What follows belongs to an exercise in optimizing a design on an open flow for small area; a production flow would make more cautious choices.
The RTL was checked by simulation tests, not by an equivalence proof against the original design.
Power and IR drop assume default switching activity.

Setup of build 77:
## MULTI_CYCLE_RISC_V
module MULTI_CYCLE_RISC_V#(parameter INSTRUCTION_ADDR_SIZE = 5, DATA_LEN = 32)(input clk, input rst, input ins_write,input [(2**INSTRUCTION_ADDR_SIZE)-1:0] instruction_in, output [DATA_LEN-1:0] res);
	integer k;
	wire [6:0] in_op = instruction_in[6:0];
	wire [9:0] in_fn = {instruction_in[31:25], instruction_in[14:12]};
	wire in_r  = (in_op == 7'd51);
	wire in_ld = (in_op == 7'd3);
	wire in_st = (in_op == 7'd35);
	wire in_bq = (in_op == 7'd99);
	reg [2:0] in_aop;
	always @* begin
		case (in_fn)
			10'b0000000000: in_aop = 3'b000;
			10'b0100000000: in_aop = 3'b001;
			10'b0000000111: in_aop = 3'b010;
			10'b0000000110: in_aop = 3'b011;
			default:        in_aop = 3'b100;
		endcase
	end
	wire [1:0] in_typ = in_ld ? 2'b01 : in_st ? 2'b10 : in_bq ? 2'b11 : 2'b00;
	wire [6:0] in_hi  = (in_ld | in_st) ? instruction_in[31:25] : in_r ? {3'b000, 1'b1, in_aop} : 7'd0;
	wire [23:0] in_word = {in_typ, in_hi, instruction_in[24:20], instruction_in[19:15], instruction_in[11:7]};
	reg [23:0] imem [0:31];
	reg [4:0] imem_wptr;
  ...
Settings: LEC_CHECK=0, CAP_MARGIN=20, CORE_MARGIN=2, CORE_UTILIZATION=60, PLACE_DENSITY=0.7, SLEW_MARGIN=20; clock period 10.0 ns.
standard.sh (not shown) runs the stock make flow with config.mk's settings and CLKGATE_MAP_FILE= SYNTH_SCRIPT=/design/flow/synth_recipe.tcl, a recipe that flattens the netlist after the stock synthesis.
==> flow/flow/run.sh <==
#!/bin/bash
# Own layout flow: the standard ORFS flow, except that
#  - the one-hot read multiplexers (modules MUXI, MUXR, MUXD) are given as
#    structural sky130 cells before synthesis, so that ABC does not remap them;
#  - clock tree synthesis uses larger sink clusters and no dummy loads.
set -euo pipefail
python3 flow/subst.py design.v design_mapped.v > subst.log 2>&1
bash standard.sh VERILOG_FILES="$PWD/design_mapped.v" \
  CTS_ARGS="-sink_clustering_enable -repair_clock_nets -sink_clustering_size 32 -sink_clustering_max_diameter 65 -dont_use_dummy_load" \
  finish > standard.log 2>&1
Other scripts of this flow, unchanged in this note and not shown: flow/flow/muxgen.py, flow/flow/subst.py
Input-level comparison between build 2 and build 77:
==> flow/flow/run.sh <==
#!/bin/bash
# Own layout flow: the standard ORFS flow, except that
#  - the one-hot read multiplexers (modules MUXI, MUXR, MUXD) are given as
#    structural sky130 cells before synthesis, so that ABC does not remap them;
#  - clock tree synthesis uses clkbuf_8 buffers, its own sink clusters and no dummy loads.
set -euo pipefail
python3 flow/subst.py design.v design_mapped.v > subst.log 2>&1
bash standard.sh VERILOG_FILES="$PWD/design_mapped.v" \
  CTS_ARGS="-sink_clustering_enable -repair_clock_nets -sink_clustering_size 18 -sink_clustering_max_diameter 55 -dont_use_dummy_load -buf_list sky130_fd_sc_hd__clkbuf_8" \
  finish > standard.log 2>&1
==> comparison <==
Looking at via count across both flows, build 2 is the weaker of the two, with build 77 ahead.
Reported for build 77 and build 2, area of the mapped netlist turned out identical to the last digit.
On final cycle utilization of the critical path: build 2 sits below build 77.
Build 2 vs build 77: final area down slightly
Build 2 vs. build 77: clock transition at the register clock pins on the worst setup and hold paths after CTS shows no meaningful change; clock-buffer cell count shows an increase of 58; final-layout worst hold slack shows an increase of 0.010 ns.
On power after layout: between build 77 and build 2, it ends up lower for build 2.
[compare] base=build 77 new=build 2: overall global routing resource usage shows no meaningful change, area used by multi-input combinational logic neither gained nor lost much.
Layout-stage area growth over the synthesis result: build 2 vs build 77 down 0.79 points
Changes in build 19 relative to build 2:
-- flow/flow/run.sh --
<<< build 2, line 8
bash standard.sh VERILOG_FILES="$PWD/design_mapped.v" \
  CTS_ARGS="-sink_clustering_enable -repair_clock_nets -sink_clustering_size 18 -sink_clustering_max_diameter 55 -dont_use_dummy_load -buf_list sky130_fd_sc_hd__clkbuf_8" \
  finish > standard.log 2>&1
>>> build 19, line 8
bash standard.sh VERILOG_FILES="$PWD/design_mapped.v" \
  CTS_ARGS="-sink_clustering_enable -repair_clock_nets -sink_clustering_size 20 -sink_clustering_max_diameter 60 -dont_use_dummy_load -buf_list sky130_fd_sc_hd__clkbuf_8" \
  finish > standard.log 2>&1
### Flow results
- Comparing build 19 with build 2, the first-pass GRT wire length came out essentially unchanged.
- Comparing build 2 with build 19, the number of nets in the layout came out essentially unchanged.
- On share of cell area taken by multi-input logic gates, build 2 and build 19 are basically level.
- Routed wire length per instance essentially unchanged between build 2 and build 19.
- For the total CTS buffers, build 19 came in 9.4% lower than build 2 did.
- Sequential share of layout area: build 19 higher than build 2
- As far as wire length after detailed routing is concerned, build 2 and build 19 perform about the same.

[static timing again, ports no longer ideal]
How much do the figures lean on ideal ports? The routed layouts below were timed once more, with nothing changed but the port constraints. Step 1, drivers: a clkbuf_16 drives clk and a buf_2 each remaining input, both assumed. Step 2 moves the port delays by t, midway between the first and last clock arrival at a register: inputs arrive t later, outputs are due t later. That takes back most of the time a late clock gives input paths. Three values: ideal, step 1, step 2; two values: the first two.
run | t (ns) | setup slack, ns | worst hold slack (ns)
build 77 | 0.911 | 0.272 / 0.272 / 0.272 | 0.386 / 0.386 / 0.386
build 2 | 1.080 | 0.330 / 0.330 / 0.330 | 0.396 / 0.396 / 0.396
build 19 | 1.078 | 0.298 / 0.298 / 0.298 | 0.401 / 0.401 / 0.401
After both steps setup and hold are still met in every run listed.
